From an optimization exercise on the open Yosys and OpenROAD flow, aimed at small area; shortcuts taken in it are not production practice.
RTL that was checked went through simulation tests only; none was proved equivalent to the original.
Function not checked in run 3: the RTL went through the layout flow alone.
No driver is modelled on the clock port, so clocking that relies on it looks cheaper here than on a real chip.
Power figures rest on the tool's default switching activity, not on a simulated workload.

<file path="flow/config.mk">
export PLATFORM = sky130hd
export DESIGN_NAME = usb_tx
export DESIGN_NICKNAME = usb_tx
export VERILOG_FILES = /design/flow/design.v
export SDC_FILE = /design/flow/constraint.sdc
export NUM_CORES = 4
export LEC_CHECK = 0
export CAP_MARGIN = 20
export CORE_MARGIN = 2
export CORE_UTILIZATION = 85
export PLACE_DENSITY = 0.95
export SLEW_MARGIN = 20
</file>
<file path="flow/constraint.sdc">
create_clock -name core_clock -period 5.0 [get_ports {clk}]
set_input_delay 1.0000 -clock core_clock [delete_from_list [all_inputs] [get_ports {clk}]]
set_output_delay 1.0000 -clock core_clock [all_outputs]
set_load 0.01 [all_outputs]
</file>
<file path="flow/design.v">
module usb_tx
(
	input logic clk,
	input logic n_rst,
	input logic [7:0] tx_packet_data,
	input logic [6:0] tx_packet_data_size,
	input logic [1:0] tx_packet,
	output logic tx_status,
	output logic get_tx_packet_data,
	output logic dplus_out,
	output logic dminus_out
);
localparam logic [3:0] S_IDLE  = 4'd0,  S_START = 4'd1, S_SYNC  = 4'd2, S_LPID = 4'd3,
                       S_DPID  = 4'd4,  S_LDATA = 4'd5, S_SEND  = 4'd6, S_CRC0 = 4'd7,
                       S_WAIT  = 4'd8,  S_DELAY = 4'd9, S_EOP   = 4'd10;
logic [3:0] st, st_n;
logic [5:0] ph;         
logic       pre;        
logic [6:0] saved;      
logic [6:0] rem;        
logic       f512;
logic [2:0] bs;         
logic [7:0] pts;
logic [15:0] crc;
logic [1:0] es;         
logic       dp, dm;
wire f8       = ~pre & (ph[2:0] == 3'd1);
wire f64      = ~pre & (ph == 6'd2);
wire stuffing = bs[2] & bs[1];
wire ser      = pts[0];
wire in_start = (st == S_START);
wire in_dpid  = (st == S_DPID);
wire in_send  = (st == S_SEND);
wire clr      = in_start | (in_dpid & f64);
always_comb begin
	st_n = st;
	case (st)
		S_IDLE:  if (tx_packet != 2'b00) st_n = S_START;
		S_START: st_n = S_SYNC;
		S_SYNC:  if (f64) st_n = S_LPID;
		S_LPID:  st_n = (tx_packet == 2'b01) ? S_DPID : S_WAIT;
		S_DPID:  if (f64) st_n = S_LDATA;
		S_LDATA: st_n = f512 ? S_CRC0 : S_SEND;
		S_SEND:  if (f64) st_n = S_LDATA;
		S_CRC0:  if (f64) st_n = S_WAIT;
		S_WAIT:  if (f64) st_n = S_DELAY;
		S_DELAY: if (f8 | f64) st_n = S_EOP;
		S_EOP:   st_n = S_IDLE;
		default: st_n = 'x;
	endcase
	if (stuffing) st_n = st;
end
logic       load;
logic [7:0] dout;
always_comb begin
	load = 1'b0;
	dout = 'x;
	case (st)
		S_START: begin load = 1'b1; dout = 8'b10000000; end
		S_LPID:  begin load = 1'b1;
			if (tx_packet == 2'b01) dout = 8'b00111100;
			else if (tx_packet == 2'b10) dout = 8'b10110100;
			else dout = 8'b10100101;
		end
		S_LDATA: begin load = 1'b1; dout = f512 ? crc[7:0] : tx_packet_data; end
		S_CRC0:  begin load = f64; dout = crc[7:0]; end
		default: ;
	endcase
end
wire shift = f8 & ~stuffing & (st != S_IDLE);
assign tx_status = (st == S_EOP);
assign get_tx_packet_data = f64 & (in_dpid | (in_send & ~stuffing));
assign dplus_out = dp;
assign dminus_out = dm;
always_ff @(posedge clk, negedge n_rst) begin
	if (!n_rst) begin
		st <= S_IDLE;
		ph <= 6'd1;
		pre <= 1'b1;
		bs <= '0;
		pts <= '1;
		es <= 2'd0;
		dp <= 1'b1;
		dm <= 1'b0;
	end else begin
		st <= st_n;
		if (clr) begin
			ph <= 6'd1;
			pre <= 1'b1;
		end else begin
			ph <= ph + 6'd1;
			pre <= pre & ~ph[1];
		end
		if (f64) bs <= (~ser | stuffing) ? 3'd0 : bs + 3'd1;
		if (load) pts <= dout;
		else if (shift) pts <= {1'b1, pts[7:1]};
		case (es)
			2'd0: begin
				if (dp == dm) begin dp <= 1'b1; dm <= 1'b0; end
				if (f8 & ~(ser & ~stuffing)) es <= 2'd1;
			end
			2'd1: begin dp <= ~dp; dm <= ~dm; es <= 2'd0; end
			2'd2: begin dp <= 1'b0; dm <= 1'b0; if (f8) es <= 2'd3; end
			2'd3: begin dp <= 1'b0; dm <= 1'b0; if (f8) es <= 2'd0; end
		endcase
		if (tx_status) es <= 2'd2;
	end
end
wire       in_crc0 = (st == S_CRC0);
wire       crc_en  = in_dpid | (f8 & (in_send | (in_crc0 & ~stuffing)));
wire       cx      = in_send & (ser ^ crc[15]);
wire       c0      = in_send ? (ser ^ crc[15]) : (in_crc0 & crc[15]);
wire       rz   = (rem == 7'd0);
wire [6:0] rsel = (in_dpid | (rz & f64)) ? saved : rem;
always_ff @(posedge clk) begin
	if (in_start) saved <= tx_packet_data_size;
	rem <= rsel - {6'd0, f64 & ~in_dpid};
	f512 <= f64 & ~in_dpid & (rem == 7'd1) & (saved != 7'd0);
	if (crc_en)
		crc <= {crc[14] ^ cx, crc[13:2], crc[1] ^ cx, crc[0], c0};
end
endmodule
</file>
<file path="flow/flow/run.sh">
#!/bin/bash
# Own flow: the standard layout (standard.sh) with
#  - synthesis through flow/my_synth.tcl (area-oriented ABC mapping, no hard adder cells),
#  - the smallest buffer on every input and output port,
#  - a small clock tree (flow/cts_args.txt: small buffers, no dummy loads).
# Each tool's full output goes to the ORFS logs under orfs/logs; make's output to standard.log.
set -e
F=$(pwd)/flow
export MY_ABC_SCRIPT=$F/area.abc
bash standard.sh \
  SYNTH_SCRIPT=$F/my_synth.tcl ADDER_MAP_FILE= \
  "BUFFER_PORTS_ARGS=-buffer_cell sky130_fd_sc_hd__buf_1" \
  "CTS_ARGS=$(cat $F/cts_args.txt)" \
  finish > standard.log 2>&1
mkdir -p logs
cp -r orfs/logs/* logs/ 2>/dev/null || true
</file>
<file path="flow/flow/area.abc">
strash
&get -n
&deepsyn -T 60
&put
dch -f
amap
strash
&get -n
&deepsyn -T 30
&put
dch -f
amap
</file>
<file path="flow/flow/cts_args.txt">
-sink_clustering_enable -repair_clock_nets -dont_use_dummy_load -sink_clustering_size 60 -sink_clustering_max_diameter 400 -buf_list sky130_fd_sc_hd__clkbuf_8 -root_buf sky130_fd_sc_hd__clkbuf_8
</file>
<file path="flow/flow/my_synth.tcl">
# The standard flow's synthesis script (synth_recipe.tcl) with one change: the technology
# mapping step runs an area-oriented ABC script (flow/area.abc) instead of
# ORFS's, so only the combinational logic differs; registers are untouched.
proc synth {args} { yosys synth -nofsm -noshare {*}$args }
proc abc {args} {
  set new {}
  set skip 0
  foreach a $args {
    if { $skip } { set skip 0; continue }
    if { $a eq "-script" } { set skip 1; continue }
    lappend new $a
  }
  yosys abc -script $::env(MY_ABC_SCRIPT) {*}$new
}
source $::env(SCRIPTS_DIR)/synth.tcl
# left out here: clear keep_hierarchy, flatten, clean up, hide names made inside functions, write 1_2_yosys.v
</file>
<file path="flow/standard.sh">
#!/bin/bash
# synth_recipe.tcl (not shown) runs the flow's synth.tcl, then flattens the netlist and writes it again
# the make line also repeats each setting of config.mk as NAME=value (left out here)
make -C /OpenROAD-flow-scripts/flow DESIGN_CONFIG=/design/flow/config.mk WORK_HOME=/design/flow/orfs CLKGATE_MAP_FILE= SYNTH_SCRIPT=/design/flow/synth_recipe.tcl "${@:-finish}"
</file>
==> flow_metrics.env, run 1 <==
export IMPL_status="aborted with a tool error"
export IMPL_stop_stage="global placement"
export IMPL_error="[ERROR GPL-0301] Utilization 100.776 % exceeds 100%."
export IMPL_synth_flop_cell="edfxtp_1"
export IMPL_async_flop_share_pct=45.61
export IMPL_synth_compound_area_share_pct=17.51
export IMPL_ys_seq_elements=57
export IMPL_synth_top_family_by_area="compound AO/OA/AOI/OAI gates"
export IMPL_synthMuxAreaShare_pct=0
export IMPL_synthTopCellsByArea="edfxtp_1 (28%), dfrtp_1 (15%), dfstp_2 (12%), dfxtp_1 (6.5%), nor2_1 (6.1%)"
export IMPL_postSynthCellCount=241
export IMPL_synth_seq_area_share_pct=61.63
export IMPL_ys_warn_count=1
export IMPL_die_h_um=57.78
export IMPL_syn_nets=260
export IMPL_synth_most_common_cell="nor2_1"
export IMPL_avgSynthCellArea_um2=10.20
export IMPL_synth_edf_count=23
export IMPL_netlist_top_cells_count="nor2_1 (40), clkinv_1 (39), edfxtp_1 (23)"
export IMPL_synth_top_area_share_pct=28.09
export IMPL_port_buffer_count=22
export IMPL_synthXorXnorAreaFrac_pct=0
export IMPL_synthSimpleGateAreaFrac_pct=14.91
export IMPL_initial_core_util_pct=89.16
export IMPL_ys_types=34
export IMPL_synthAdderAreaFrac_pct=0
export IMPL_netlist_area_um2=2459
export IMPL_ios=23
export IMPL_row_count=19
export IMPL_die_w_um=57.78
export IMPL_synth_top_area_cell="edfxtp_1"
[kinds of logic after synthesis]
logic type      after synthesis
compound gates               63
buf+inv                      39
flops                        57
simple gates                 82
==> run 2, diff against run 1 <==
==> flow/flow/cts_args.txt (replaced) <==
-sink_clustering_enable -repair_clock_nets -dont_use_dummy_load -sink_clustering_size 40 -sink_clustering_max_diameter 150 -buf_list sky130_fd_sc_hd__clkbuf_4 -root_buf sky130_fd_sc_hd__clkbuf_4
--- a/flow/config.mk
+++ b/flow/config.mk
@@ -7,6 +7,6 @@
 export LEC_CHECK = 0
 export CAP_MARGIN = 20
 export CORE_MARGIN = 2
-export CORE_UTILIZATION = 85
-export PLACE_DENSITY = 0.95
+export CORE_UTILIZATION = 70
+export PLACE_DENSITY = 0.85
 export SLEW_MARGIN = 20
==> run 2 against run 1 <==
Now clean on timing, DRC and antenna. Area after synthesis is the same. Synthesized cell count is the same.
==> flow_metrics.env, run 2 <==
export IMPL_postSynthCellCount=241
export IMPL_tightest_slew_ns=0.7866
export IMPL_reg_largest_list="crc: 16 flops, pts: 8 flops"
export IMPL_drc=0
export IMPL_timing_reg2reg_setup_slack_ns=1.39
export IMPL_row_count=21
export IMPL_syn_nets=260
export IMPL_hold_viol=0
export IMPL_synth_top_area_cell="edfxtp_1"
export IMPL_layout_commonest_cell="nor2_1"
export IMPL_die_h_um=63.27
export IMPL_avgSynthCellArea_um2=10.20
export IMPL_cp_slowest_cell="nor3_1"
export IMPL_regMostFlops="crc"
export IMPL_synth_most_common_cell="nor2_1"
export IMPL_fin_skew_ns=0.02055
export IMPL_synth_top_area_share_pct=28.09
export IMPL_drv_cap=0
export IMPL_met3_usage_pct=11.61
export IMPL_min_path_type="reg -> reg"
export IMPL_worst_r2r_cell_count=15
export IMPL_hp_start="crc[8]$_DFFE_PP_"
export IMPL_slew_viol_final=0
export IMPL_ant_nets=0
export IMPL_htree_levels=3
export IMPL_overflow=0
export IMPL_cts_buffer_depth=2
export IMPL_grt_pass1_wl_um=7721
export IMPL_end_kind="flop"
export IMPL_n_antenna_cell=0
export IMPL_die_area_um2=4002
export IMPL_cts_resized_gates=0
export IMPL_cts_clk_slew_worst_paths_ns=0.09
export IMPL_power_density_nw_per_um2=668.7
export IMPL_post_cts_setup_buffers=0
export IMPL_cts_buffers=9
export IMPL_async_flop_share_pct=45.61
export IMPL_finalCriticalPeriod_ns=3.611
export IMPL_rsz0062_at_grt="no"
export IMPL_power_mw=1.791
export IMPL_insertion_delay_ns=0.40
export IMPL_reg2reg_from="ph[1]$_DFF_PN0_"
export IMPL_ys_warn_count=1
export IMPL_clock_sinks=57
export IMPL_synthTopCellsByArea="edfxtp_1 (28%), dfrtp_1 (15%), dfstp_2 (12%), dfxtp_1 (6.5%), nor2_1 (6.1%)"
export IMPL_cts_tree="done"
export IMPL_crit_buf_inv=4
export IMPL_drt_pass1_iterations=4
export IMPL_synth_edf_count=23
export IMPL_wl_per_cell_um=13.94
export IMPL_synth_flop_cell="edfxtp_1"
export IMPL_via_count=1891
export IMPL_ios=23
export IMPL_drive_above_1_share_pct=8.059
export IMPL_fmax_mhz=276.9
export IMPL_relSlewSlack_pct=47.01
export IMPL_fin_setup_tns_ns=0
export IMPL_port_buffer_count=22
export IMPL_core_area_um2=3363
export IMPL_netlist_top_cells_count="nor2_1 (40), clkinv_1 (39), edfxtp_1 (23)"
export IMPL_p_leak_nw=0.9761
export IMPL_antenna_found_initial=0
export IMPL_layout_common_cells="nor2_1 (40), clkinv_1 (39), edfxtp_1 (23)"
export IMPL_required_ns=5.28
export IMPL_ys_seq_elements=57
export IMPL_initial_core_util_pct=73.10
export IMPL_dp_hpwl_um=3219
export IMPL_ir_drop_mv=0.4132
export IMPL_crit_end="rem[6]$_DFF_P_"
export IMPL_status="no timing/DRC/antenna violations"
export IMPL_use_met2_pct=37.50
export IMPL_wl_um=4446
export IMPL_hold_path_depth=0
export IMPL_grt_max_degree=27
export IMPL_grt_pass1_vias=1763
export IMPL_postCtsHoldBufs=0
export IMPL_grt_usage_pct=26.09
export IMPL_grtUsageMet1_pct=34.36
export IMPL_place_gp_congestion=0.8886
export IMPL_critical_path_max_stage_delay_ns=0.48
export IMPL_layout_area_overhead_vs_synth_pct=8.957
export IMPL_fin_crit_sh_pct=72.23
export IMPL_r2r_end="rem[6]$_DFF_P_"
export IMPL_crit_chain="clkinv_1, nor2_1, clkinv_1, nor3_1, clkinv_1, nor2_1, clkinv_1, nor4_1, o22ai_1, o22ai_1, o2111ai_1, nand4b_1, nor2_1, a21oi_1, o22a_1"
export IMPL_die_w_um=63.27
export IMPL_worst_ep_arrival_time_ns=3.89
export IMPL_first_iter_violations=121
export IMPL_nNetsFinal=294
export IMPL_critical_path_class="reg -> reg"
export IMPL_largest_reg_flops=16
export IMPL_synth_seq_area_share_pct=61.63
export IMPL_clock_root_buffer="clkbuf_4"
export IMPL_busiest_layer="met2"
export IMPL_startpoint_type="flop"
export IMPL_crit_cells=15
export IMPL_critPathTopFamily="simple AND/OR/NAND/NOR gates"
export IMPL_ys_types=34
export IMPL_netlist_area_um2=2459
export IMPL_routed_via_density=5.928
export IMPL_cp_startpoint="ph[1]$_DFF_PN0_"
export IMPL_critPathMaxFanout=7
export IMPL_critPathMostFrequentCell="clkinv_1"
export IMPL_setup_viol=0
==> run 2: cell counts after synthesis <==
Identical to the previous run, type by type.
==> run 2: power breakdown <==
part,internal [mW],switching [mW]
clock,0.0832,0.137
sequential,0.773,0.117
combinational,0.246,0.434
==> run 2: final cells by class <==
type / count / area (um^2)
repair buffers: 23 / 90.09
fillers: 236 / 684.4
multi-input cells: 145 / 802.0
clock buffers: 9 / 67.56
inverters: 39 / 146.4
flip-flops and latches: 57 / 1515
well taps: 46 / 57.56
==> run 2: cell families after synthesis <==
kind of cell	after synthesis	synth area share, %
AND/OR/NAND/NOR	82	14.91
AO/OA/AOI/OAI	63	17.51
flip-flops	57	61.63
buffers and inverters	39	5.954
==> run 2: worst min path at each step <==
| stage | slack (ns) | end |
|---|---|---|
| floorplan | 0.39 | dp$_DFFE_PN1P_ |
| global placement | 0.40 | crc[13]$_DFFE_PP_ |
| detailed placement | 0.41 | crc[9]$_DFFE_PP_ |
| CTS | 0.41 | crc[9]$_DFFE_PP_ |
| global route | 0.44 | crc[9]$_DFFE_PP_ |
| finish | 0.40 | crc[9]$_DFFE_PP_ |
==> run 2: metrics by stage <==
stage	area, um^2	utilization, %	setup slack, ns	hold WS (ns)	instances
3_3_place_gp	2606	77.49	1.521	0.4005	310
2_1_floorplan	2459	-	1.973	0.3859	241
3_5_place_dp	2606	77.49	1.492	0.4071	310
6_report	2679	79.65	1.389	0.3992	319
5_1_grt	2679	79.65	0.8436	0.4380	319
4_1_cts	2674	79.50	1.404	0.4059	319
==> run 2: metal layers <==
layer | part of all wire, % | up-vias
met3 | 6.4 | 9
met4 | 1.8 | 0
li1 | - | 938
met5 | 0 | -
met2 | 46 | 53
met1 | 46 | 891
==> run 3, diff against run 2 <==
--- a/flow/design.v
+++ b/flow/design.v
@@ -20,14 +20,15 @@
 logic [6:0] rem;        
 logic       f512;
 logic [2:0] bs;         
-logic [7:0] pts;
+logic [7:1] ptsh;       
+logic       pts0;
 logic [15:0] crc;
 logic [1:0] es;         
 logic       dp, dm;
 wire f8       = ~pre & (ph[2:0] == 3'd1);
 wire f64      = ~pre & (ph == 6'd2);
 wire stuffing = bs[2] & bs[1];
-wire ser      = pts[0];
+wire ser      = pts0;
 wire in_start = (st == S_START);
 wire in_dpid  = (st == S_DPID);
 wire in_send  = (st == S_SEND);
@@ -78,7 +79,7 @@
 		ph <= 6'd1;
 		pre <= 1'b1;
 		bs <= '0;
-		pts <= '1;
+		pts0 <= 1'b1;
 		es <= 2'd0;
 		dp <= 1'b1;
 		dm <= 1'b0;
@@ -92,8 +93,8 @@
 			pre <= pre & ~ph[1];
 		end
 		if (f64) bs <= (~ser | stuffing) ? 3'd0 : bs + 3'd1;
-		if (load) pts <= dout;
-		else if (shift) pts <= {1'b1, pts[7:1]};
+		if (load) pts0 <= dout[0];
+		else if (shift) pts0 <= ptsh[1];
 		case (es)
 			2'd0: begin
 				if (dp == dm) begin dp <= 1'b1; dm <= 1'b0; end
@@ -113,6 +114,8 @@
 wire       rz   = (rem == 7'd0);
 wire [6:0] rsel = (in_dpid | (rz & f64)) ? saved : rem;
 always_ff @(posedge clk) begin
+	if (load) ptsh <= dout[7:1];
+	else if (shift) ptsh <= {1'b1, ptsh[7:2]};
 	if (in_start) saved <= tx_packet_data_size;
 	rem <= rsel - {6'd0, f64 & ~in_dpid};
 	f512 <= f64 & ~in_dpid & (rem == 7'd1) & (saved != 7'd0);
==> flow/flow/cts_args.txt (replaced) <==
-sink_clustering_enable -repair_clock_nets -dont_use_dummy_load -sink_clustering_size 60 -sink_clustering_max_diameter 500 -buf_list sky130_fd_sc_hd__clkbuf_16 -root_buf sky130_fd_sc_hd__clkbuf_16
--- a/flow/config.mk
+++ b/flow/config.mk
@@ -7,6 +7,6 @@
 export LEC_CHECK = 0
 export CAP_MARGIN = 20
 export CORE_MARGIN = 2
-export CORE_UTILIZATION = 70
-export PLACE_DENSITY = 0.85
+export CORE_UTILIZATION = 76
+export PLACE_DENSITY = 0.9
 export SLEW_MARGIN = 20
==> run 3 against run 2 <==
Final area grew 5.3%. Core utilization increased by 13 points. Global-route usage increased by 12 points. Power shrank 45%. Final cell count decreased by 1.9%. Sequential power decreased by 45%. Highest routed layer unchanged. Critical endpoint unchanged. Sequential share of layout area decreased by 1.9 points. Area after synthesis down 0.36%. Maximum frequency decreased by 14%. Clock power increased by 120%.
==> flow_metrics.env, run 3 <==
export IMPL_ant_nets=0
export IMPL_ys_warn_count=1
export IMPL_cts_clk_slew_worst_paths_ns=0.04
export IMPL_wl_per_cell_um=19.59
export IMPL_fillers=125
export IMPL_cts_buffer_depth=2
export IMPL_row_count=20
export IMPL_fin_area_um2=2821
export IMPL_cts_resized_gates=0
export IMPL_core_area_um2=3053
export IMPL_grt_pass1_wl_um=9666
export IMPL_insertion_delay_ns=0.32
export IMPL_critical_path_class="reg -> reg"
export IMPL_dpl_cell_area_um2=2595
export IMPL_n_antenna_cell=0
export IMPL_synth_top_area_share_pct=36.77
export IMPL_die_area_um2=3694
export IMPL_drv_cap=0
export IMPL_regMostFlops="crc"
export IMPL_intPower_mw=0.8082
export IMPL_htree_levels=3
export IMPL_startpoint_type="flop"
export IMPL_drt_pass1_iterations=11
export IMPL_finalCriticalPeriod_ns=4.213
export IMPL_overflow=0
export IMPL_end_kind="flop"
export IMPL_postCtsHoldBufs=0
export IMPL_layout_commonest_cell="nor2_1"
export IMPL_ir_drop_mv=0.2562
export IMPL_post_cts_setup_buffers=0
export IMPL_antenna_found_initial=0
export IMPL_place_gp_congestion=0.9399
export IMPL_via_count=2029
export IMPL_fin_setup_tns_ns=0
export IMPL_tightest_slew_ns=0.8891
export IMPL_dp_cells=304
export IMPL_die_w_um=60.78
export IMPL_combPwrFrac_pct=1.0
export IMPL_synth_most_common_cell="nor2_1"
export IMPL_async_flop_share_pct=33.33
export IMPL_p_seq_share_pct=49.8
export IMPL_netlist_top_cells_count="nor2_1 (39), clkinv_1 (36), edfxtp_1 (30)"
export IMPL_synthTopCellsByArea="edfxtp_1 (37%), dfrtp_1 (15%), dfxtp_1 (6.5%), nor2_1 (6.0%), clkinv_1 (5.5%)"
export IMPL_fin_skew_ns=0.01384
export IMPL_critPathMaxFanout=7
export IMPL_min_path_type="reg -> reg"
export IMPL_rsz0062_at_grt="no"
export IMPL_dp_hpwl_um=3815
export IMPL_switchingPower_mw=0.1818
export IMPL_largest_reg_flops=16
export IMPL_worst_ep_arrival_time_ns=4.42
export IMPL_drc=0
export IMPL_netlist_area_um2=2450
export IMPL_routed_via_density=6.482
export IMPL_clock_sinks=57
export IMPL_avgSynthCellArea_um2=10.34
export IMPL_p_clk_share_pct=49.2
export IMPL_final_cells=313
export IMPL_power_density_nw_per_um2=350.9
export IMPL_wl_um=6131
export IMPL_nNetsFinal=290
export IMPL_port_buffer_count=22
export IMPL_grt_pass1_vias=2011
export IMPL_required_ns=5.21
export IMPL_synth_flop_cell="edfxtp_1"
export IMPL_postSynthCellCount=237
export IMPL_slew_viol_final=0
export IMPL_cts_buffers=9
export IMPL_fin_crit_sh_pct=84.25
export IMPL_syn_nets=256
export IMPL_grt_max_degree=20
export IMPL_synth_top_area_cell="edfxtp_1"
export IMPL_p_leak_nw=0.9334
export IMPL_die_h_um=60.78
export IMPL_ys_types=34
export IMPL_setup_viol=0
export IMPL_first_iter_violations=175
export IMPL_synth_edf_count=30
export IMPL_p_sw_share_pct=18.36
export IMPL_fmax_mhz=237.4
export IMPL_relSlewSlack_pct=40.10
export IMPL_cts_tree="done"
export IMPL_ios=23
export IMPL_multi_input_area_um2=773.2
export IMPL_status="no timing/DRC/antenna violations"
export IMPL_seq_area_um2=1541
export IMPL_layout_area_overhead_vs_synth_pct=15.17
export IMPL_clock_root_buffer="clkbuf_16"
export IMPL_drive_above_1_share_pct=5.576
export IMPL_layout_common_cells="nor2_1 (39), clkinv_1 (36), edfxtp_1 (30)"
export IMPL_hold_viol=0
export IMPL_initial_core_util_pct=80.25
export IMPL_ys_seq_elements=57
export IMPL_grt_usage_pct=37.99
export IMPL_synth_seq_area_share_pct=62.92
run 3: changes by cell type after synthesis, sizes merged, moves of 3 or more:
cell    previous run  this run
nor3               9        12
clkinv            39        36
a221o              6         0
dfstp             11         4
o22ai             14         5
nand3              2         5
o21ai             11        17
edfxtp            23        30
or2                3         6
o221ai             5         2
run 3: cell families after synthesis:
group / Yosys count / synth area share (%)
AOI/OAI and AO/OA: 55 / 14.86
DFF: 57 / 62.92
and+or+nand+nor: 88 / 16.34
buffers and inverters: 36 / 5.516
xor gates and xnor gates: 1 / 0.3576
run 3: final timing paths:
kind	from	to	slack [ns]	depth (start not counted)
setup / recovery	ph[1]$_DFF_PN0_	rem[6]$_DFF_P_	0.79	17
hold / removal	crc[12]$_DFFE_PP_	crc[13]$_DFFE_PP_	0.43	0
setup reg to reg	ph[1]$_DFF_PN0_	rem[6]$_DFF_P_	0.79	17
hold reg to reg	crc[12]$_DFFE_PP_	crc[13]$_DFFE_PP_	0.43	0
max in group asynchronous	n_rst	ph[0]$_DFF_PN1_	4.03	1
min in group asynchronous	n_rst	st[0]$_DFFE_PN0P_	0.62	1
run 3: critical path, cell delays in order (launching register included):
cell	delay, ns
dfrtp_1	0.37
clkinv_1	0.11
nor2_1	0.18
nand3_1	0.11
nor4_1	0.50
nand2b_1	0.18
o21ai_0	0.74
clkinv_1	0.36
o22ai_1	0.32
nand2_1	0.15
clkinv_1	0.11
nand2_1	0.09
clkinv_1	0.08
nand2_1	0.09
or2_0	0.24
nor2_1	0.19
a21oi_1	0.10
a22o_1	0.20
run 3: metrics by stage:
stage                     util [%]  power [mW]  hold WS, ns  worst slack, ns
after floorplan                  -      0.5011       0.3859            1.761
after global placement       85.00      0.5091       0.4027            1.433
after detailed placement     85.00      0.5096       0.4059            1.262
after CTS                    92.38      0.9881       0.4303           0.8443
after global routing         92.42       1.012       0.4326           0.4725
final                        92.42      0.9900       0.4272           0.7873
run 3: routing by layer:
metal	track usage [%]	share of wire, %	vias to the layer above	wire length (um)
met5	0	0	-	0
met4	21.43	3.5	0	215
met3	12.15	9.8	25	598
met2	62.83	51	150	3102
met1	43.66	36	946	2214
li1	-	-	908	-
run 3: cell type report:
class	count	share of cell area [%]
sequential	57	54.63
inverter	36	4.789
multi-input combinational	144	27.41
tap	44	1.951
timing repair buffer	23	3.237
clock buffer	9	7.982
run 3: power groups by stage:
stage / clock [mW] / combinational [mW] / sequential [mW]
6_report: 0.487 / 0.0101 / 0.493
3_3_place_gp: 0 / 0.00873 / 0.500
2_1_floorplan: 0 / 0.000648 / 0.500
3_5_place_dp: 0 / 0.00920 / 0.500
5_1_grt: 0.509 / 0.0111 / 0.492
4_1_cts: 0.485 / 0.0101 / 0.493
==> run 4, diff against run 3 <==
--- a/flow/design.v
+++ b/flow/design.v
@@ -114,8 +114,8 @@
 wire       rz   = (rem == 7'd0);
 wire [6:0] rsel = (in_dpid | (rz & f64)) ? saved : rem;
 always_ff @(posedge clk) begin
-	if (load) ptsh <= dout[7:1];
-	else if (shift) ptsh <= {1'b1, ptsh[7:2]};
+	ptsh <= ({7{load}} & dout[7:1]) | ({7{~load & shift}} & {1'b1, ptsh[7:2]}) |
+	        ({7{~load & ~shift}} & ptsh);
 	if (in_start) saved <= tx_packet_data_size;
 	rem <= rsel - {6'd0, f64 & ~in_dpid};
 	f512 <= f64 & ~in_dpid & (rem == 7'd1) & (saved != 7'd0);
==> flow/flow/cts_args.txt (replaced) <==
-sink_clustering_enable -repair_clock_nets -dont_use_dummy_load -buf_list sky130_fd_sc_hd__clkbuf_2 -root_buf sky130_fd_sc_hd__clkbuf_4
--- a/flow/config.mk
+++ b/flow/config.mk
@@ -7,6 +7,6 @@
 export LEC_CHECK = 0
 export CAP_MARGIN = 20
 export CORE_MARGIN = 2
-export CORE_UTILIZATION = 76
-export PLACE_DENSITY = 0.9
+export CORE_UTILIZATION = 70
+export PLACE_DENSITY = 0.85
 export SLEW_MARGIN = 20
==> run 4 against run 3 <==
Still clean. Sequential cell count unchanged. Hold slack worse by 0.0077 ns. Power down 27%. Maximum frequency up 5.1%. Sequential share of layout area up 2.0 points. Non-clock buffer count up 1. Area after synthesis down 3.1%. Final cell count up 1.9%. Final area down 7.9%. Combinational power up 31%.
==> flow_metrics.env, run 4 <==
export IMPL_status="no timing/DRC/antenna violations"
export IMPL_fin_crit_sh_pct=80.16
export IMPL_post_cts_setup_buffers=0
export IMPL_hold_viol=0
export IMPL_antenna_found_initial=0
export IMPL_overflow=0
export IMPL_wl_per_cell_um=14.55
export IMPL_dp_cells=310
export IMPL_wl_um=4641
export IMPL_cts_clk_slew_worst_paths_ns=0.07
export IMPL_place_gp_congestion=0.9360
export IMPL_drt_pass1_iterations=7
export IMPL_cts_tree="done"
export IMPL_insertion_delay_ns=0.40
export IMPL_netlist_top_cells_count="nor2_1 (44), clkinv_1 (37), edfxtp_1 (23)"
export IMPL_via_count=1903
export IMPL_routed_via_density=5.966
export IMPL_grt_pass1_vias=1847
export IMPL_dpl_cell_area_um2=2529
export IMPL_rsz0062_at_grt="no"
export IMPL_required_ns=4.00
export IMPL_end_kind="output port"
export IMPL_ys_seq_elements=57
export IMPL_async_flop_share_pct=33.33
export IMPL_largest_reg_flops=16
export IMPL_fin_setup_tns_ns=0
export IMPL_layout_commonest_cell="nor2_1"
export IMPL_critical_path_class="reg -> out"
export IMPL_fmax_mhz=249.5
export IMPL_synth_flop_cell="edfxtp_1"
export IMPL_setup_slack_ns=0.9922
export IMPL_slew_viol_final=0
export IMPL_synthTopCellsByArea="edfxtp_1 (29%), dfrtp_1 (16%), dfxtp_1 (13%), nor2_1 (7.0%), clkinv_1 (5.9%)"
export IMPL_dp_hpwl_um=3387
export IMPL_htree_levels=3
export IMPL_grt_usage_pct=26.89
export IMPL_grt_pass1_wl_um=7907
export IMPL_die_area_um2=3873
export IMPL_regMostFlops="crc"
export IMPL_power_density_nw_per_um2=277.0
export IMPL_crit_buf_inv=3
export IMPL_grtUsageMet1_pct=33.63
export IMPL_n_antenna_cell=0
export IMPL_die_w_um=62.23
export IMPL_relSlewSlack_pct=40.21
export IMPL_netlist_area_um2=2374
export IMPL_layout_common_cells="nor2_1 (44), clkinv_1 (37), edfxtp_1 (23)"
export IMPL_drv_cap=0
export IMPL_synth_edf_count=23
export IMPL_ys_warn_count=1
export IMPL_layout_area_overhead_vs_synth_pct=9.436
export IMPL_initial_core_util_pct=72.27
export IMPL_cts_resized_gates=0
export IMPL_worst_ep_arrival_time_ns=3.01
export IMPL_cp_slowest_cell="dfrtp_1"
export IMPL_ir_drop_mv=0.2156
export IMPL_clock_sinks=57
export IMPL_crit_chain="clkinv_1, nand2_1, nor3_1, or3_1, nor2_1, o21ai_0, nor2_1, clkinv_1, o21ai_0, o221ai_1, nor3_1, buf_1"
export IMPL_hold_path_depth=0
export IMPL_met3_usage_pct=5.072
export IMPL_critPathTopFamily="simple AND/OR/NAND/NOR gates"
export IMPL_postSynthCellCount=240
export IMPL_fillers=229
export IMPL_critical_path_max_stage_delay_ns=0.44
export IMPL_drc=0
export IMPL_core_area_um2=3284
export IMPL_fin_area_um2=2597
export IMPL_avgSynthCellArea_um2=9.890
export IMPL_place_ws_ns=1.490
export IMPL_clock_root_buffer="clkbuf_4"
export IMPL_port_buffer_count=22
export IMPL_synth_seq_area_share_pct=61.99
export IMPL_ys_types=32
export IMPL_die_h_um=62.23
export IMPL_busiest_layer="met2"
export IMPL_cts_buffer_depth=2
export IMPL_reg2reg_from="ph[1]$_DFF_PN0_"
export IMPL_synth_most_common_cell="nor2_1"
export IMPL_finalCriticalPeriod_ns=4.008
export IMPL_p_leak_nw=0.9284
export IMPL_startpoint_type="flop"
export IMPL_row_count=21
export IMPL_min_path_type="reg -> reg"
export IMPL_cts_buffers=9
export IMPL_final_cells=319
export IMPL_synth_top_area_share_pct=29.10
export IMPL_synth_top_area_cell="edfxtp_1"
export IMPL_use_met2_pct=43.21
export IMPL_timing_reg2reg_setup_slack_ns=1.58
export IMPL_ant_nets=0
export IMPL_postCtsHoldBufs=0
export IMPL_critPathMaxFanout=6
export IMPL_ios=23
export IMPL_min_to="crc[13]$_DFFE_PP_"
export IMPL_syn_nets=259
export IMPL_setup_viol=0
export IMPL_grt_max_degree=20
export IMPL_drive_above_1_share_pct=5.861
export IMPL_nNetsFinal=294
export IMPL_worst_r2r_cell_count=18
export IMPL_tightest_slew_ns=0.8886
export IMPL_r2r_end="rem[6]$_DFF_P_"
export IMPL_hp_start="crc[12]$_DFFE_PP_"
export IMPL_fin_skew_ns=0.01779
export IMPL_first_iter_violations=183
run 4: changes by cell type after synthesis, moves of 4 or more:
| cell | delta |
|---|---|
| nor2_1 | +5 |
| edfxtp_1 | -7 |
| a21oi_1 | -7 |
| dfxtp_1 | +7 |
| o21ai_0 | +4 |
| nand2_1 | +8 |
run 4: where the power goes:
group	leakage (nW)	switching [mW]	internal (mW)
Combinational	0.339	0.00790	0.00533
Clock	0.0414	0.137	0.0833
Sequential	0.548	0.00110	0.485
run 4: final cells by class:
type,count,area (um^2),area share [%]
Tap cell,46,57.56,2.216
Inverter,37,138.9,5.347
Sequential cell,57,1471,56.65
Clock buffer,9,67.56,2.601
Multi-Input combinational cell,146,763.2,29.38
Timing Repair Buffer,24,98.84,3.805
run 4: how the worst max path moves through the flow:
stage,depth (start not counted),slack [ns],startpoint,endpoint
after floorplan,11,1.86,st[3]$_DFFE_PN0P_,get_tx_packet_data
after global placement,12,1.66,st[3]$_DFFE_PN0P_,get_tx_packet_data
after detailed placement,12,1.49,st[3]$_DFFE_PN0P_,get_tx_packet_data
after CTS,12,1.07,st[3]$_DFFE_PN0P_,get_tx_packet_data
after global routing,12,0.81,st[3]$_DFFE_PN0P_,get_tx_packet_data
final,12,0.99,st[3]$_DFFE_PN0P_,get_tx_packet_data
run 4: cells by family (layout without fill, tap and decap cells):
| logic type | Yosys count | after routing | share of synthesized area (%) |
|---|---|---|---|
| AOI/OAI and AO/OA | 55 | 55 | 15.55 |
| xor gates and xnor gates | 1 | 1 | 0.3691 |
| buffers and inverters | 37 | 70 | 5.851 |
| DFF | 57 | 57 | 61.99 |
| and+or+nand+nor | 90 | 90 | 16.24 |
run 4: stage by stage:
stage | hold slack (ns) | power [mW] | utilization, %
after floorplan | 0.4003 | 0.4994 | -
after global placement | 0.4011 | 0.5084 | 76.99
after detailed placement | 0.4056 | 0.5090 | 76.99
after CTS | 0.4210 | 0.7224 | 79.05
after global routing | 0.4253 | 0.7441 | 79.09
final | 0.4196 | 0.7194 | 79.09
run 4: worst register-to-register path: stages (launching register included):
cell      delay (ns)
dfrtp_1         0.40
clkinv_1        0.07
nor2_1          0.06
nor2_1          0.13
nand2_1         0.09
nor3_1          0.14
buf_4           0.17
clkinv_1        0.14
or2_0           0.27
o21ai_0         0.56
clkinv_1        0.32
o22ai_1         0.27
nand2_1         0.13
clkinv_1        0.07
nand2_1         0.11
nor2_1          0.14
nand2_1         0.06
o21ai_0         0.07
a22oi_1         0.08
run 4: per-layer routing:
metal / part of all wire [%] / wire length [um] / vias up
li1: - / - / 921
met1: 41 / 1920 / 876
met2: 48 / 2236 / 96
met3: 8.1 / 374 / 10
met4: 2.4 / 110 / 0
met5: 0 / 0 / -
==> run 5, diff against run 4 <==
--- a/flow/flow/run.sh
+++ b/flow/flow/run.sh
@@ -7,10 +7,12 @@
 set -e
 F=$(pwd)/flow
 export MY_ABC_SCRIPT=$F/area.abc
+export MY_CLK_BUF=sky130_fd_sc_hd__clkbuf_8
+export MY_CLK_N=4
 bash standard.sh \
   SYNTH_SCRIPT=$F/my_synth.tcl ADDER_MAP_FILE= \
   "BUFFER_PORTS_ARGS=-buffer_cell sky130_fd_sc_hd__buf_1" \
-  "CTS_ARGS=$(cat $F/cts_args.txt)" \
+  "CTS_ARGS=$(cat $F/cts_args.txt)" PRE_CTS_TCL=$F/pre_cts.tcl \
   finish > standard.log 2>&1
 mkdir -p logs
 cp -r orfs/logs/* logs/ 2>/dev/null || true
==> flow/flow/cts_args.txt (replaced) <==
-clk_nets clk -dont_use_dummy_load -buf_list sky130_fd_sc_hd__clkbuf_4 -root_buf sky130_fd_sc_hd__clkbuf_4
==> flow/flow/pre_cts.tcl (new file) <==
# Clock distribution for this small design: the register clock pins are split
# into MY_CLK_N groups by position (k-means), and one clock buffer per group,
# placed at the group's centre, drives that group. The clock port drives only
# these buffers, so CTS finds no register sinks on its net and adds nothing.
set block [ord::get_db_block]
set db [ord::get_db]
set clknet [$block findNet clk]
set master [$db findMaster $::env(MY_CLK_BUF)]
set k $::env(MY_CLK_N)
set sinks {}
foreach it [$clknet getITerms] {
  set bb [[$it getInst] getBBox]
  lappend sinks [list $it [expr { ([$bb xMin] + [$bb xMax]) / 2.0 }] [expr { ([$bb yMin] + [$bb yMax]) / 2.0 }]]
}
set sinks [lsort -real -index 1 $sinks]
set n [llength $sinks]
# initial centres: spread along x
set cx {}; set cy {}
for { set j 0 } { $j < $k } { incr j } {
  set s [lindex $sinks [expr { int(($j + 0.5) * $n / $k) }]]
  lappend cx [lindex $s 1]; lappend cy [lindex $s 2]
}
for { set iter 0 } { $iter < 20 } { incr iter } {
  set asg {}
  foreach s $sinks {
    set best 0; set bd 1e30
    for { set j 0 } { $j < $k } { incr j } {
      set d [expr { abs([lindex $s 1] - [lindex $cx $j]) + abs([lindex $s 2] - [lindex $cy $j]) }]
      if { $d < $bd } { set bd $d; set best $j }
    }
    lappend asg $best
  }
  for { set j 0 } { $j < $k } { incr j } {
    set sx 0; set sy 0; set m 0
    foreach s $sinks a $asg {
      if { $a == $j } { set sx [expr { $sx + [lindex $s 1] }]; set sy [expr { $sy + [lindex $s 2] }]; incr m }
    }
    if { $m > 0 } { lset cx $j [expr { $sx / $m }]; lset cy $j [expr { $sy / $m }] }
  }
}
for { set j 0 } { $j < $k } { incr j } {
  set inst [odb::dbInst_create $block $master clkbuf_root_$j]
  set net [odb::dbNet_create $block clk_root_$j]
  $net setSigType CLOCK
  set m 0
  foreach s $sinks a $asg {
    if { $a == $j } {
      set it [lindex $s 0]
      $it disconnect
      $it connect $net
      incr m
    }
  }
  [$inst findITerm A] connect $clknet
  [$inst findITerm X] connect $net
  $inst setLocation [expr { int([lindex $cx $j]) }] [expr { int([lindex $cy $j]) }]
  $inst setPlacementStatus PLACED
  puts "Inserted clock buffer clkbuf_root_$j ($::env(MY_CLK_BUF)) driving $m register clock pins"
}
detailed_placement
==> run 5 against run 4 <==
Still clean. Core utilization up 0.30 points. Sequential power barely moved. Via count fell by 1.1%. First-iteration DRC count down 19%. Global-route usage down 0.84 points. Worst setup slack lost 0.088 ns. Sequential cell count did not move. Synthesized cell count did not move. Critical path depth is the same. Register-to-register slack worse by 0.06 ns. Combinational power about the same. Power rose by 1.8%. Highest routed layer unchanged.
==> flow_metrics.env, run 5 <==
export IMPL_synth_most_common_cell="nor2_1"
export IMPL_intPower_mw=0.5902
export IMPL_die_area_um2=3873
export IMPL_fin_setup_tns_ns=0
export IMPL_ir_drop_mv=0.2837
export IMPL_slew_viol_final=0
export IMPL_avgSynthCellArea_um2=9.890
export IMPL_nNetsFinal=292
export IMPL_met3_usage_pct=4.710
export IMPL_cts_buffers=3
export IMPL_synth_top_area_cell="edfxtp_1"
export IMPL_rsz0062_at_grt="no"
export IMPL_power_density_nw_per_um2=281.0
export IMPL_cts_tree="done"
export IMPL_layout_commonest_cell="nor2_1"
export IMPL_relSlewSlack_pct=41.67
export IMPL_combPwrFrac_pct=1.8
export IMPL_synth_edf_count=23
export IMPL_core_area_um2=3284
export IMPL_cts_clk_slew_worst_paths_ns=0.10
export IMPL_switchingPower_mw=0.1425
export IMPL_fillers=223
export IMPL_drive_above_1_share_pct=5.166
export IMPL_tightest_slew_ns=0.8670
export IMPL_p_seq_share_pct=66.3
export IMPL_postCtsHoldBufs=0
export IMPL_wl_per_cell_um=14.90
export IMPL_drt_pass1_iterations=5
export IMPL_finalCriticalPeriod_ns=4.096
export IMPL_synthTopCellsByArea="edfxtp_1 (29%), dfrtp_1 (16%), dfxtp_1 (13%), nor2_1 (7.0%), clkinv_1 (5.9%)"
export IMPL_setup_viol=0
export IMPL_grt_pass1_vias=1880
export IMPL_insertion_delay_ns=0.43
export IMPL_drc=0
export IMPL_hold_viol=0
export IMPL_end_kind="output port"
export IMPL_grt_pass1_wl_um=8031
export IMPL_netlist_top_cells_count="nor2_1 (44), clkinv_1 (37), edfxtp_1 (23)"
export IMPL_cts_resized_gates=0
export IMPL_ant_nets=0
export IMPL_dpl_cell_area_um2=2529
export IMPL_wl_um=4723
export IMPL_status="no timing/DRC/antenna violations"
export IMPL_timing_reg2reg_setup_slack_ns=1.52
export IMPL_fmax_mhz=244.2
export IMPL_async_flop_share_pct=33.33
export IMPL_syn_nets=259
export IMPL_p_clk_share_pct=31.9
export IMPL_critical_path_class="reg -> out"
export IMPL_grt_max_degree=20
export IMPL_min_path_type="reg -> reg"
export IMPL_ios=23
export IMPL_n_antenna_cell=0
export IMPL_synth_flop_cell="edfxtp_1"
export IMPL_busiest_layer="met2"
export IMPL_overflow=0
export IMPL_seq_area_um2=1471
export IMPL_die_h_um=62.23
export IMPL_routed_via_density=5.937
export IMPL_use_met2_pct=45.92
export IMPL_die_w_um=62.23
export IMPL_via_count=1882
export IMPL_multi_input_area_um2=763.2
export IMPL_dp_hpwl_um=3387
export IMPL_place_gp_congestion=0.9360
export IMPL_netlist_area_um2=2374
export IMPL_port_buffer_count=22
export IMPL_drv_cap=0
export IMPL_ys_seq_elements=57
export IMPL_required_ns=4.00
export IMPL_initial_core_util_pct=72.27
export IMPL_largest_reg_flops=16
export IMPL_row_count=21
export IMPL_fin_area_um2=2608
export IMPL_synth_top_area_share_pct=29.10
export IMPL_worst_ep_arrival_time_ns=3.10
export IMPL_p_sw_share_pct=19.44
export IMPL_regMostFlops="crc"
export IMPL_antenna_found_initial=0
export IMPL_p_leak_nw=0.9296
export IMPL_grtUsageMet1_pct=33.00
export IMPL_critPathMaxFanout=6
export IMPL_ys_types=32
export IMPL_fin_skew_ns=0.01238
export IMPL_fin_crit_sh_pct=81.91
export IMPL_post_cts_setup_buffers=0
export IMPL_startpoint_type="flop"
export IMPL_postSynthCellCount=240
export IMPL_layout_area_overhead_vs_synth_pct=9.858
export IMPL_layout_common_cells="nor2_1 (44), clkinv_1 (37), edfxtp_1 (23)"
export IMPL_synth_seq_area_share_pct=61.99
export IMPL_first_iter_violations=148
export IMPL_grt_usage_pct=26.05
export IMPL_hold_ws_ns=0.4099
export IMPL_ys_warn_count=1
[run 5: power by group through the flow]
stage / Sequential (mW) / Combinational, mW / Clock [mW]
global placement: 0.496 / 0.0128 / 0
finish: 0.486 / 0.0133 / 0.234
detailed placement: 0.496 / 0.0132 / 0
global route: 0.486 / 0.0153 / 0.256
floorplan: 0.496 / 0.00382 / 0
CTS: 0.486 / 0.0133 / 0.239
[run 5: cell type report, without the clock buffers]
cell class                 instances  area share (%)
buffer                             4           2.111
inverter                          37           5.326
timing repair buffer              24           3.791
sequential                        57           56.43
multi-input combinational        146           29.27
tap                               46           2.207
[run 5: worst paths after layout]
kind | startpoint | to | cells past startpoint
worst max-delay path | st[3]$_DFFE_PN0P_ | get_tx_packet_data | 12
worst min-delay path | crc[10]$_DFFE_PP_ | crc[11]$_DFFE_PP_ | 0
worst max register to register | ph[1]$_DFF_PN0_ | rem[6]$_DFF_P_ | 18
worst min register to register | crc[10]$_DFFE_PP_ | crc[11]$_DFFE_PP_ | 0
max in group asynchronous | n_rst | pre$_DFF_PN1_ | 1
min in group asynchronous | n_rst | st[0]$_DFFE_PN0P_ | 1
[run 5: logic make-up after synthesis]
group           share of synthesized area, %
compound gates                         15.55
xor+xnor                              0.3691
buf+inv                                5.851
flops                                  61.99
simple gates                           16.24
[run 5: worst max-delay path: stages (launching register included)]
cell      delay [ns]
dfrtp_1         0.45
clkinv_1        0.17
nand2_1         0.18
nor3_1          0.11
or3_1           0.40
nor2_1          0.19
o21ai_0         0.18
nor2_1          0.18
clkinv_1        0.14
o21ai_0         0.11
o221ai_1        0.16
nor3_1          0.21
buf_1           0.18
[run 5: routing by layer]
metal  part of all wire [%]  wire [um]
met3                    5.0        238
met4                    2.1         99
met5                      0          0
met1                     43       2019
met2                     50       2365
[run 5: per-stage QoR]
step / util, % / total power, mW / setup slack [ns] / std cells
floorplan: - / 0.4994 / 1.864 / 240
global placement: 76.99 / 0.5084 / 1.662 / 310
detailed placement: 76.99 / 0.5090 / 1.490 / 310
CTS: 79.35 / 0.7378 / 0.9877 / 317
global route: 79.39 / 0.7567 / 0.7297 / 317
finish: 79.39 / 0.7327 / 0.9045 / 317
==> run 6, diff against run 5 <==
--- a/flow/flow/run.sh
+++ b/flow/flow/run.sh
@@ -8,7 +8,8 @@
 F=$(pwd)/flow
 export MY_ABC_SCRIPT=$F/area.abc
 export MY_CLK_BUF=sky130_fd_sc_hd__clkbuf_8
-export MY_CLK_N=4
+export MY_CLK_N=3
+export MY_CLK_ROOT=sky130_fd_sc_hd__clkbuf_1
 bash standard.sh \
   SYNTH_SCRIPT=$F/my_synth.tcl ADDER_MAP_FILE= \
   "BUFFER_PORTS_ARGS=-buffer_cell sky130_fd_sc_hd__buf_1" \
--- a/flow/flow/pre_cts.tcl
+++ b/flow/flow/pre_cts.tcl
@@ -1,7 +1,8 @@
 # Clock distribution for this small design: the register clock pins are split
 # into MY_CLK_N groups by position (k-means), and one clock buffer per group,
 # placed at the group's centre, drives that group. The clock port drives only
-# these buffers, so CTS finds no register sinks on its net and adds nothing.
+# these buffers (through one root buffer if MY_CLK_ROOT is set), so CTS finds
+# no register sinks on its net and adds nothing.
 set block [ord::get_db_block]
 set db [ord::get_db]
 set clknet [$block findNet clk]
@@ -57,4 +58,21 @@
   $inst setPlacementStatus PLACED
   puts "Inserted clock buffer clkbuf_root_$j ($::env(MY_CLK_BUF)) driving $m register clock pins"
 }
+if { [info exists ::env(MY_CLK_ROOT)] && $::env(MY_CLK_ROOT) ne "" } {
+  # one root buffer between the clock port and the group buffers
+  set rinst [odb::dbInst_create $block [$db findMaster $::env(MY_CLK_ROOT)] clkbuf_root]
+  set rnet [odb::dbNet_create $block clk_root]
+  $rnet setSigType CLOCK
+  foreach it [$clknet getITerms] {
+    $it disconnect
+    $it connect $rnet
+  }
+  [$rinst findITerm A] connect $clknet
+  [$rinst findITerm X] connect $rnet
+  set sx 0; set sy 0
+  for { set j 0 } { $j < $k } { incr j } { set sx [expr { $sx + [lindex $cx $j] }]; set sy [expr { $sy + [lindex $cy $j] }] }
+  $rinst setLocation [expr { int($sx / $k) }] [expr { int($sy / $k) }]
+  $rinst setPlacementStatus PLACED
+  puts "Inserted root clock buffer clkbuf_root ($::env(MY_CLK_ROOT))"
+}
 detailed_placement
==> run 6 against run 5 <==
Register-to-register slack better by 0.04 ns. Area after synthesis unchanged. Via count fell by 0.53%. Global-route usage fell by 1.6 points. Clock power shrank 23%. Critical endpoint unchanged. Largest cell class unchanged. Largest power group unchanged. Highest routed layer unchanged.
==> flow_metrics.env, run 6 <==
export IMPL_grt_pass1_wl_um=7810
export IMPL_place_gp_congestion=0.9360
export IMPL_row_count=21
export IMPL_reg2reg_from="ph[1]$_DFF_PN0_"
export IMPL_ys_warn_count=1
export IMPL_layout_area_overhead_vs_synth_pct=8.487
export IMPL_cp_slowest_cell="dfrtp_1"
export IMPL_wl_um=4595
export IMPL_overflow=0
export IMPL_cts_clk_slew_worst_paths_ns=0.12
export IMPL_status="no timing/DRC/antenna violations"
export IMPL_critical_path_class="reg -> out"
export IMPL_first_iter_violations=120
export IMPL_final_cells=314
export IMPL_critPathMaxFanout=6
export IMPL_ant_nets=0
export IMPL_rsz0062_at_grt="no"
export IMPL_largest_reg_flops=16
export IMPL_n_antenna_cell=0
export IMPL_fin_util_pct=78.40
export IMPL_required_ns=4.00
export IMPL_r2r_end="rem[6]$_DFF_P_"
export IMPL_netlist_area_um2=2374
export IMPL_syn_nets=259
export IMPL_fin_area_um2=2575
export IMPL_dp_cells=310
export IMPL_hold_viol=0
export IMPL_synth_flop_cell="edfxtp_1"
export IMPL_fmax_mhz=239.8
export IMPL_grt_pass1_vias=1812
export IMPL_ir_drop_mv=0.2291
export IMPL_port_buffer_count=22
export IMPL_critPathTopFamily="simple AND/OR/NAND/NOR gates"
export IMPL_postCtsHoldBufs=0
export IMPL_post_cts_setup_buffers=0
export IMPL_wl_per_cell_um=14.63
export IMPL_tightest_slew_ns=0.9089
export IMPL_fin_crit_sh_pct=83.40
export IMPL_async_flop_share_pct=33.33
export IMPL_crit_buf_inv=3
export IMPL_layout_common_cells="nor2_1 (44), clkinv_1 (37), edfxtp_1 (23)"
export IMPL_routed_via_density=5.962
export IMPL_insertion_delay_ns=0.53
export IMPL_die_area_um2=3873
export IMPL_fin_setup_tns_ns=0
export IMPL_initial_core_util_pct=72.27
export IMPL_end_kind="output port"
export IMPL_synth_top_area_cell="edfxtp_1"
export IMPL_dpl_cell_area_um2=2529
export IMPL_power_mw=0.6793
export IMPL_synthTopCellsByArea="edfxtp_1 (29%), dfrtp_1 (16%), dfxtp_1 (13%), nor2_1 (7.0%), clkinv_1 (5.9%)"
export IMPL_antenna_found_initial=0
export IMPL_fin_skew_ns=0.01754
export IMPL_cp_startpoint="st[3]$_DFFE_PN0P_"
export IMPL_die_h_um=62.23
export IMPL_crit_chain="clkinv_1, nand2_1, nor3_1, or3_1, nor2_1, o21ai_0, nor2_1, clkinv_1, o21ai_0, o221ai_1, nor3_1, buf_1"
export IMPL_worst_r2r_cell_count=18
export IMPL_synth_edf_count=23
export IMPL_via_count=1872
export IMPL_setup_viol=0
export IMPL_synth_seq_area_share_pct=61.99
export IMPL_regMostFlops="crc"
export IMPL_drv_cap=0
export IMPL_drive_above_1_share_pct=3.731
export IMPL_layout_commonest_cell="nor2_1"
export IMPL_grt_usage_pct=24.49
export IMPL_drt_pass1_iterations=5
export IMPL_netlist_top_cells_count="nor2_1 (44), clkinv_1 (37), edfxtp_1 (23)"
export IMPL_cts_resized_gates=0
export IMPL_avgSynthCellArea_um2=9.890
export IMPL_timing_reg2reg_setup_slack_ns=1.56
export IMPL_grt_max_degree=22
export IMPL_postSynthCellCount=240
export IMPL_relSlewSlack_pct=38.85
export IMPL_worst_ep_arrival_time_ns=3.17
export IMPL_nNetsFinal=289
export IMPL_fillers=231
export IMPL_ys_seq_elements=57
export IMPL_critical_path_max_stage_delay_ns=0.46
export IMPL_synth_top_area_share_pct=29.10
export IMPL_finalCriticalPeriod_ns=4.170
export IMPL_die_w_um=62.23
export IMPL_core_area_um2=3284
export IMPL_power_density_nw_per_um2=263.8
export IMPL_p_leak_nw=0.9098
export IMPL_drc=0
export IMPL_ys_types=32
export IMPL_dp_hpwl_um=3387
export IMPL_min_path_type="in -> async"
export IMPL_startpoint_type="flop"
export IMPL_synth_most_common_cell="nor2_1"
export IMPL_slew_viol_final=0
export IMPL_ios=23
## run 6: changes by cell type in the layout (fill, tap and decap cells not counted)
cell      before  now
clkbuf_8       4    3
clkbuf_4       3    0
clkbuf_1       0    1
## run 6: kinds of logic (layout without fill, tap and decap cells)
kind of cell	Yosys count	count (layout)	share of synthesized area, %
DFF	57	57	61.99
xor gates and xnor gates	1	1	0.3691
and+or+nand+nor	90	90	16.24
AOI/OAI and AO/OA	55	55	15.55
buffers and inverters	37	65	5.851
## run 6: where the power goes
group	internal, mW	total, mW	leakage, nW	switching, mW
Clock	0.0566	0.180	0.0228	0.124
Combinational	0.00533	0.0132	0.339	0.00791
Sequential	0.485	0.486	0.548	0.00110
## run 6: worst max-delay path by stage
stage	endpoint	slack, ns	cells past startpoint
floorplan	get_tx_packet_data	1.86	11
global placement	get_tx_packet_data	1.66	12
detailed placement	get_tx_packet_data	1.49	12
CTS	get_tx_packet_data	1.48	12
global route	get_tx_packet_data	0.65	12
finish	get_tx_packet_data	0.83	12
## run 6: layer usage
layer	wire (um)	track usage [%]	vias up	part of all wire (%)
met5	0	0	-	0
met4	72	5.556	0	1.6
met3	258	2.174	8	5.6
met2	2301	43.21	73	50
met1	1962	33.46	885	43
li1	-	-	906	-
## run 6: area by class of cell
class	instances	area, um^2	share of cell area [%]
Sequential cell	57	1471	57.14
Buffer	4	45.04	1.749
Multi-Input combinational cell	146	763.2	29.64
Timing Repair Buffer	24	98.84	3.839
Inverter	37	138.9	5.394
Tap cell	46	57.56	2.235
## run 6: per-stage QoR
stage | hold WS, ns | setup slack [ns]
after floorplan | 0.4003 | 1.864
after global placement | 0.4011 | 1.662
after detailed placement | 0.4056 | 1.490
after CTS | 0.4056 | 1.484
after global routing | 0.4304 | 0.6488
final | 0.3922 | 0.8301
==> run 7, diff against run 6 <==
--- a/flow/flow/run.sh
+++ b/flow/flow/run.sh
@@ -8,7 +8,7 @@
 F=$(pwd)/flow
 export MY_ABC_SCRIPT=$F/area.abc
 export MY_CLK_BUF=sky130_fd_sc_hd__clkbuf_8
-export MY_CLK_N=3
+export MY_CLK_N=4
 export MY_CLK_ROOT=sky130_fd_sc_hd__clkbuf_1
 bash standard.sh \
   SYNTH_SCRIPT=$F/my_synth.tcl ADDER_MAP_FILE= \
==> run 7 against run 6 <==
Critical path depth stayed put. Hold slack got worse by 0.067 ns. Clock skew up 0.0097 ns. Sequential power about the same. Final area rose by 0.53%. Synthesized cell count unchanged. Critical endpoint unchanged.
==> flow_metrics.env, run 7 <==
export IMPL_status="no timing/DRC/antenna violations"
export IMPL_min_path_type="in -> async"
export IMPL_combPwrFrac_pct=1.9
export IMPL_syn_nets=259
export IMPL_first_iter_violations=125
export IMPL_grt_usage_pct=25.14
export IMPL_setup_viol=0
export IMPL_drc=0
export IMPL_hold_viol=0
export IMPL_initial_core_util_pct=72.27
export IMPL_finalCriticalPeriod_ns=4.246
export IMPL_fin_crit_sh_pct=84.93
export IMPL_rsz0062_at_grt="no"
export IMPL_die_w_um=62.23
export IMPL_synth_seq_area_share_pct=61.99
export IMPL_switchingPower_mw=0.1409
export IMPL_avgSynthCellArea_um2=9.890
export IMPL_critPathMaxFanout=6
export IMPL_p_clk_share_pct=29.2
export IMPL_dp_hpwl_um=3387
export IMPL_postSynthCellCount=240
export IMPL_cts_resized_gates=0
export IMPL_required_ns=4.00
export IMPL_startpoint_type="flop"
export IMPL_port_buffer_count=22
export IMPL_synth_most_common_cell="nor2_1"
export IMPL_die_h_um=62.23
export IMPL_worst_ep_arrival_time_ns=3.25
export IMPL_synth_top_area_cell="edfxtp_1"
export IMPL_async_flop_share_pct=33.33
export IMPL_overflow=0
export IMPL_row_count=21
export IMPL_netlist_area_um2=2374
export IMPL_core_area_um2=3284
export IMPL_place_ws_ns=1.490
export IMPL_insertion_delay_ns=0.60
export IMPL_routed_via_density=5.905
export IMPL_p_leak_nw=0.9170
export IMPL_synthTopCellsByArea="edfxtp_1 (29%), dfrtp_1 (16%), dfxtp_1 (13%), nor2_1 (7.0%), clkinv_1 (5.9%)"
export IMPL_multi_input_area_um2=763.2
export IMPL_relSlewSlack_pct=42.00
export IMPL_place_gp_congestion=0.9360
export IMPL_grt_pass1_wl_um=8004
export IMPL_wl_um=4694
export IMPL_drv_cap=0
export IMPL_layout_area_overhead_vs_synth_pct=9.067
export IMPL_end_kind="output port"
export IMPL_slew_viol_final=0
export IMPL_ios=23
export IMPL_seq_area_um2=1471
export IMPL_layout_commonest_cell="nor2_1"
export IMPL_p_seq_share_pct=68.9
export IMPL_netlist_top_cells_count="nor2_1 (44), clkinv_1 (37), edfxtp_1 (23)"
export IMPL_worst_r2r_cell_count=18
export IMPL_ys_seq_elements=57
export IMPL_postCtsHoldBufs=0
export IMPL_setup_slack_ns=0.7537
export IMPL_cts_clk_slew_worst_paths_ns=0.11
export IMPL_hold_ws_ns=0.3252
export IMPL_synth_flop_cell="edfxtp_1"
export IMPL_regMostFlops="crc"
export IMPL_wl_per_cell_um=14.90
export IMPL_fmax_mhz=235.5
export IMPL_ys_warn_count=1
export IMPL_drive_above_1_share_pct=4.089
export IMPL_layout_common_cells="nor2_1 (44), clkinv_1 (37), edfxtp_1 (23)"
export IMPL_largest_reg_flops=16
export IMPL_critical_path_class="reg -> out"
export IMPL_synth_top_area_share_pct=29.10
export IMPL_ys_types=32
export IMPL_ant_nets=0
export IMPL_tightest_slew_ns=0.8609
export IMPL_antenna_found_initial=0
export IMPL_synth_edf_count=23
export IMPL_fin_setup_tns_ns=0
export IMPL_ir_drop_mv=0.2832
export IMPL_die_area_um2=3873
export IMPL_via_count=1860
export IMPL_power_density_nw_per_um2=272.2
export IMPL_grt_pass1_vias=1843
export IMPL_drt_pass1_iterations=5
export IMPL_post_cts_setup_buffers=0
export IMPL_grt_max_degree=20
export IMPL_intPower_mw=0.5638
export IMPL_p_sw_share_pct=19.99
export IMPL_fillers=226
export IMPL_nNetsFinal=290
export IMPL_fin_skew_ns=0.02721
export IMPL_n_antenna_cell=0
export IMPL_fin_util_pct=78.82
[run 7: cell types whose count changed in the layout (fill, tap and decap cells not counted)]
cell	before	now
clkbuf_8	3	4
[run 7: stage by stage]
stage	instance area [um^2]	std cells	total power, mW
CTS	2587	315	0.6645
global placement	2529	310	0.5084
global route	2589	315	0.7259
detailed placement	2529	310	0.5090
finish	2589	315	0.7047
floorplan	2374	240	0.4994
[run 7: path summary, 6_finish.rpt]
kind,start,endpoint,slack [ns]
setup / recovery,st[3]$_DFFE_PN0P_,get_tx_packet_data,0.75
min in group core_clock,crc[10]$_DFFE_PP_,crc[11]$_DFFE_PP_,0.40
max in group asynchronous,n_rst,pre$_DFF_PN1_,4.32
hold / removal,n_rst,st[2]$_DFFE_PN0P_,0.33
hold reg to reg,crc[10]$_DFFE_PP_,crc[11]$_DFFE_PP_,0.40
setup reg to reg,ph[1]$_DFF_PN0_,rem[6]$_DFF_P_,1.49
[run 7: power groups by stage]
stage	combinational [mW]	clock, mW	sequential [mW]
floorplan	0.00382	0	0.496
global placement	0.0128	0	0.496
detailed placement	0.0132	0	0.496
CTS	0.0133	0.155	0.496
global route	0.0153	0.225	0.486
finish	0.0133	0.206	0.486
[run 7: cells by family (layout without fill, tap and decap cells)]
logic type / count (synthesis) / count (layout) / share of synthesized area (%)
buf+inv: 37 / 66 / 5.851
xor+xnor: 1 / 1 / 0.3691
flops: 57 / 57 / 61.99
compound gates: 55 / 55 / 15.55
simple gates: 90 / 90 / 16.24
[run 7: worst max-delay path: stages (launching register included)]
cell and delay [ns]:
dfrtp_1 0.46, clkinv_1 0.17, nand2_1 0.18, nor3_1 0.11, or3_1 0.40, nor2_1 0.18, o21ai_0 0.17, nor2_1 0.18
clkinv_1 0.14, o21ai_0 0.11, o221ai_1 0.16, nor3_1 0.21, buf_1 0.18
[run 7: layer usage]
layer	up-vias	wire length (um)	global-route usage, %
li1	909	-	-
met1	874	1965	33.25
met2	68	2366	46.47
met3	9	276	2.174
met4	0	85	3.889
met5	-	0	0
[run 7: layout make-up]
type | count | area share (%)
repair buffers | 24 | 3.818
multi-input cells | 146 | 29.48
inverters | 37 | 5.365
plain buffers | 5 | 2.272
well taps | 46 | 2.223
flip-flops and latches | 57 | 56.84

==> separate check: timing with driven ports <==
The results above use ideal ports. As a check the final layouts listed here were re-extracted and re-timed, cells and wires unchanged. Step 1 (the two cells are an assumption about what drives the block):
set clk [get_ports {clk}]
set_driving_cell -lib_cell sky130_fd_sc_hd__clkbuf_16 $clk
set_driving_cell -lib_cell sky130_fd_sc_hd__buf_2 [delete_from_list [all_inputs] $clk]
Step 2, shift: input delay + t, output delay - t, t = (earliest + latest rising clock arrival at the registers) / 2. This alone moves slack from input paths to output paths. Three values: ideal ports, drivers, drivers and shift; two values: the first two.
run	t, ns	setup slack, ns	hold slack, ns	worst setup path after step 2	latest minus earliest clock arrival (ns)
run 2	0.415	1.389 / 1.389 / 1.389	0.399 / 0.399 / 0.399	register to register	0.020 / 0.020
run 3	0.349	0.787 / 0.787 / 0.787	0.427 / 0.427 / 0.427	register to register	0.014 / 0.014
run 4	0.412	0.992 / 0.966 / 1.378	0.420 / 0.420 / 0.420	register to output	0.022 / 0.022
run 5	0.448	0.904 / 0.881 / 1.329	0.410 / 0.410 / 0.410	register to output	0.012 / 0.013
run 6	0.547	0.830 / 0.806 / 1.353	0.392 / 0.393 / 0.427	register to output	0.018 / 0.018
run 7	0.611	0.754 / 0.730 / 1.341	0.325 / 0.326 / 0.396	register to output	0.027 / 0.028
After both steps setup and hold are still met in every run listed.
